From an optimization exercise on the open Yosys and OpenROAD flow, aimed at small area, a short achievable clock period and few clock cycles per item; shortcuts taken in it are not production practice.
Function was checked by simulation only, so behaviour that the tests miss may differ from the original.
Power and IR drop assume default switching activity.

==> module Full_Connect, before the edit <==
module Full_Connect (
    input              aclk,
    input              aresetn,
    input              s_valid,
    input  [31:0]      s_data,
    output             s_ready,
    output             m_valid,
    output [16*32-1:0] m_data
);
    localparam N = 16;
    reg         busy;        
    reg  [63:0] pos;         
    reg  [63:0] posn;        
    reg         nready;      
    reg         l1, l2, l3;  
    reg         f1, f1n;     
    reg  [31:0] x1, x1n;     
    reg  [12*N-1:0] sel1;
    wire [12*N-1:0] sel, seln;
    wire [32*N-1:0] init;
    wire take = busy | s_valid;
    assign s_ready = !nready;
    always @(posedge aclk or negedge aresetn) begin
        if (!aresetn) begin
            busy  <= 1'b0;
            nready <= 1'b0;
            pos   <= 64'd1;
            posn  <= ~64'd1;
            l1   <= 1'b0;
            l2   <= 1'b0;
            l3   <= 1'b0;
        end
        else begin
            if (take) begin
                pos   <= {pos[62:0], pos[63]};
                posn  <= {posn[62:0], posn[63]};
                busy  <= !pos[63];
                nready <= !(pos[63] | pos[62]);
            end
            l1 <= take & pos[63];
            l2 <= l1;
            l3 <= l2;
        end
    end
    Weight_ROM #(.N(N)) Weight_ROM (
        .addr(pos),
        .sel(sel),
        .init(init)
    );
    Weight_ROM #(.N(N)) Weight_ROM_n (
        .addr(~posn),
        .sel(seln),
        .init()
    );
    always @(posedge aclk) begin
        x1   <= s_data;
        x1n  <= ~s_data;
        sel1 <= {seln[12*N-1:6*N], sel[6*N-1:0]};
        f1   <= pos[0];
        f1n  <= !pos[0];
    end
    genvar i;
    generate
        for (i = 0; i < N; i = i + 1) begin : neuron
            Mul_Accumulate #(.IDX(i)) Mul_Accumulate (
                .clk(aclk),
                .first(i < N/2 ? f1 : !f1n),
                .init(init[32*i+31:32*i]),
                .sel(sel1[12*i+11:12*i]),
                .data(i < N/2 ? x1 : ~x1n),
                .Dout(m_data[32*i+31:32*i])
            );
        end
    endgenerate
    assign m_valid = l3;
endmodule
make LEC_CHECK=0 CAP_MARGIN=20 CORE_MARGIN=2 CORE_UTILIZATION=40 SETUP_SLACK_MARGIN=4.8 SLEW_MARGIN=20 SYNTH_MEMORY_MAX_BITS=16384 finish   # period 8.0 ns
run.sh (not shown) runs the stock make flow with config.mk's settings and CLKGATE_MAP_FILE= SYNTH_SCRIPT=/design/flow/synth_recipe.tcl, a recipe that flattens the netlist after the stock synthesis.
Testbench counts at the start, summed over its fixed seeds: cycles 24,600, items 384.
Change:
--- a/flow/design.v
+++ b/flow/design.v
@@ -4331,22 +4331,20 @@
     localparam N = 16;
     reg         busy;        
     reg  [63:0] pos;         
-    reg  [63:0] posn;        
-    reg         nready;      
+    reg         ready;       
     reg         l1, l2, l3;  
     reg         f1, f1n;     
     reg  [31:0] x1, x1n;     
     reg  [12*N-1:0] sel1;
-    wire [12*N-1:0] sel, seln;
+    wire [12*N-1:0] sel;
     wire [32*N-1:0] init;
     wire take = busy | s_valid;
-    assign s_ready = !nready;
+    assign s_ready = ready;
     always @(posedge aclk or negedge aresetn) begin
         if (!aresetn) begin
             busy  <= 1'b0;
-            nready <= 1'b0;
+            ready <= 1'b1;
             pos   <= 64'd1;
-            posn  <= ~64'd1;
             l1   <= 1'b0;
             l2   <= 1'b0;
             l3   <= 1'b0;
@@ -4354,9 +4352,8 @@
         else begin
             if (take) begin
                 pos   <= {pos[62:0], pos[63]};
-                posn  <= {posn[62:0], posn[63]};
                 busy  <= !pos[63];
-                nready <= !(pos[63] | pos[62]);
+                ready <= pos[63];
             end
             l1 <= take & pos[63];
             l2 <= l1;
@@ -4368,15 +4365,10 @@
         .sel(sel),
         .init(init)
     );
-    Weight_ROM #(.N(N)) Weight_ROM_n (
-        .addr(~posn),
-        .sel(seln),
-        .init()
-    );
     always @(posedge aclk) begin
         x1   <= s_data;
         x1n  <= ~s_data;
-        sel1 <= {seln[12*N-1:6*N], sel[6*N-1:0]};
+        sel1 <= sel;
         f1   <= pos[0];
         f1n  <= !pos[0];
     end
Register-to-register slack got worse by 180 ps.
Final cell count barely changes.
Setup slack loses 180 ps.
Power increases slightly.
Maximum frequency goes down by a few percent.
Wire length climbs slightly.
Cell area shrinks slightly.
Combinational power grows by a few percent.
First-iteration DRC count rose by about a fifth.
Worst hold slack degrades by 7.6 ps.
Testbench counts after the change, summed over its fixed seeds: cycles 24,600, items 384.

---

Starting RTL as in the previous note.
==> flow/config.mk <==
export PLATFORM = sky130hd
export DESIGN_NAME = Full_Connect
export DESIGN_NICKNAME = Full_Connect
export VERILOG_FILES = /design/flow/design.v
export SDC_FILE = /design/flow/constraint.sdc
export NUM_CORES = 4
export LEC_CHECK = 0
export CAP_MARGIN = 20
export CORE_MARGIN = 2
export CORE_UTILIZATION = 40
export SETUP_SLACK_MARGIN = 5.0
export SLEW_MARGIN = 20
export SYNTH_MEMORY_MAX_BITS = 16384
==> flow/constraint.sdc <==
create_clock -name core_clock -period 8.0 [get_ports {aclk}]
set_input_delay 1.6000 -clock core_clock [delete_from_list [all_inputs] [get_ports {aclk}]]
set_output_delay 1.6000 -clock core_clock [all_outputs]
set_load 0.01 [all_outputs]
Testbench counts at the start, summed over its fixed seeds: cycles 24,600, items 384.
Change:
--- a/flow/design.v
+++ b/flow/design.v
@@ -4335,7 +4335,7 @@
     reg         nready;      
     reg         l1, l2, l3;  
     reg         f1, f1n;     
-    reg  [31:0] x1, x1n;     
+    reg  [31:0] x1;          
     reg  [12*N-1:0] sel1;
     wire [12*N-1:0] sel, seln;
     wire [32*N-1:0] init;
@@ -4375,7 +4375,6 @@
     );
     always @(posedge aclk) begin
         x1   <= s_data;
-        x1n  <= ~s_data;
         sel1 <= {seln[12*N-1:6*N], sel[6*N-1:0]};
         f1   <= pos[0];
         f1n  <= !pos[0];
@@ -4388,7 +4387,7 @@
                 .first(i < N/2 ? f1 : !f1n),
                 .init(init[32*i+31:32*i]),
                 .sel(sel1[12*i+11:12*i]),
-                .data(i < N/2 ? x1 : ~x1n),
+                .data(x1),
                 .Dout(m_data[32*i+31:32*i])
             );
         end
- The new run went through all stages and came out clean
- maximum frequency went up slightly
- routed wire length came out higher by a few percent
- power hardly moves
- non-clock buffer count rose by 52
- synthesized cell count came out higher slightly
- count of clock-buffer cells in the layout increases by 3
- cell count is higher slightly
- worst hold slack improved by 0.010 ns
- via count rose slightly
Testbench counts after the change, summed over its fixed seeds: cycles 24,600, items 384.

==> separate check: timing with driven ports <==
The results above use ideal ports. As a check the final layouts listed here were re-extracted and re-timed, cells and wires unchanged. Step 1 sets driving cells, clkbuf_16 on the clock port and buf_2 on the other inputs (assumed; they add their load-dependent delay and slew). Step 2, shift: input delay + t, output delay - t, t = (earliest + latest rising clock arrival at the registers) / 2. This alone moves slack from input paths to output paths. Slacks: ideal / step 1 / step 2; pairs: ideal / step 1.
run	t, ns	setup slack, ns	hold WS [ns]	worst setup path at the end	worst slew at a driven data input, ns
the first run of note 1	1.048	4.786 / 4.692 / 4.172	0.357 / 0.357 / 0.357	input to register	0.15
the second run of note 1	1.034	4.609 / 4.609 / 4.325	0.349 / 0.349 / 0.349	input to register	0.15
the first run of note 2	1.050	4.795 / 4.680 / 4.169	0.352 / 0.352 / 0.352	input to register	0.15
the second run of note 2	1.043	4.834 / 4.755 / 4.185	0.362 / 0.362 / 0.362	input to register	0.16
After both steps setup and hold are still met in every run listed. For the second run of note 2, which loses most, drivers alone change the setup slack by -0.079 ns; drivers and shift together by -0.649 ns.
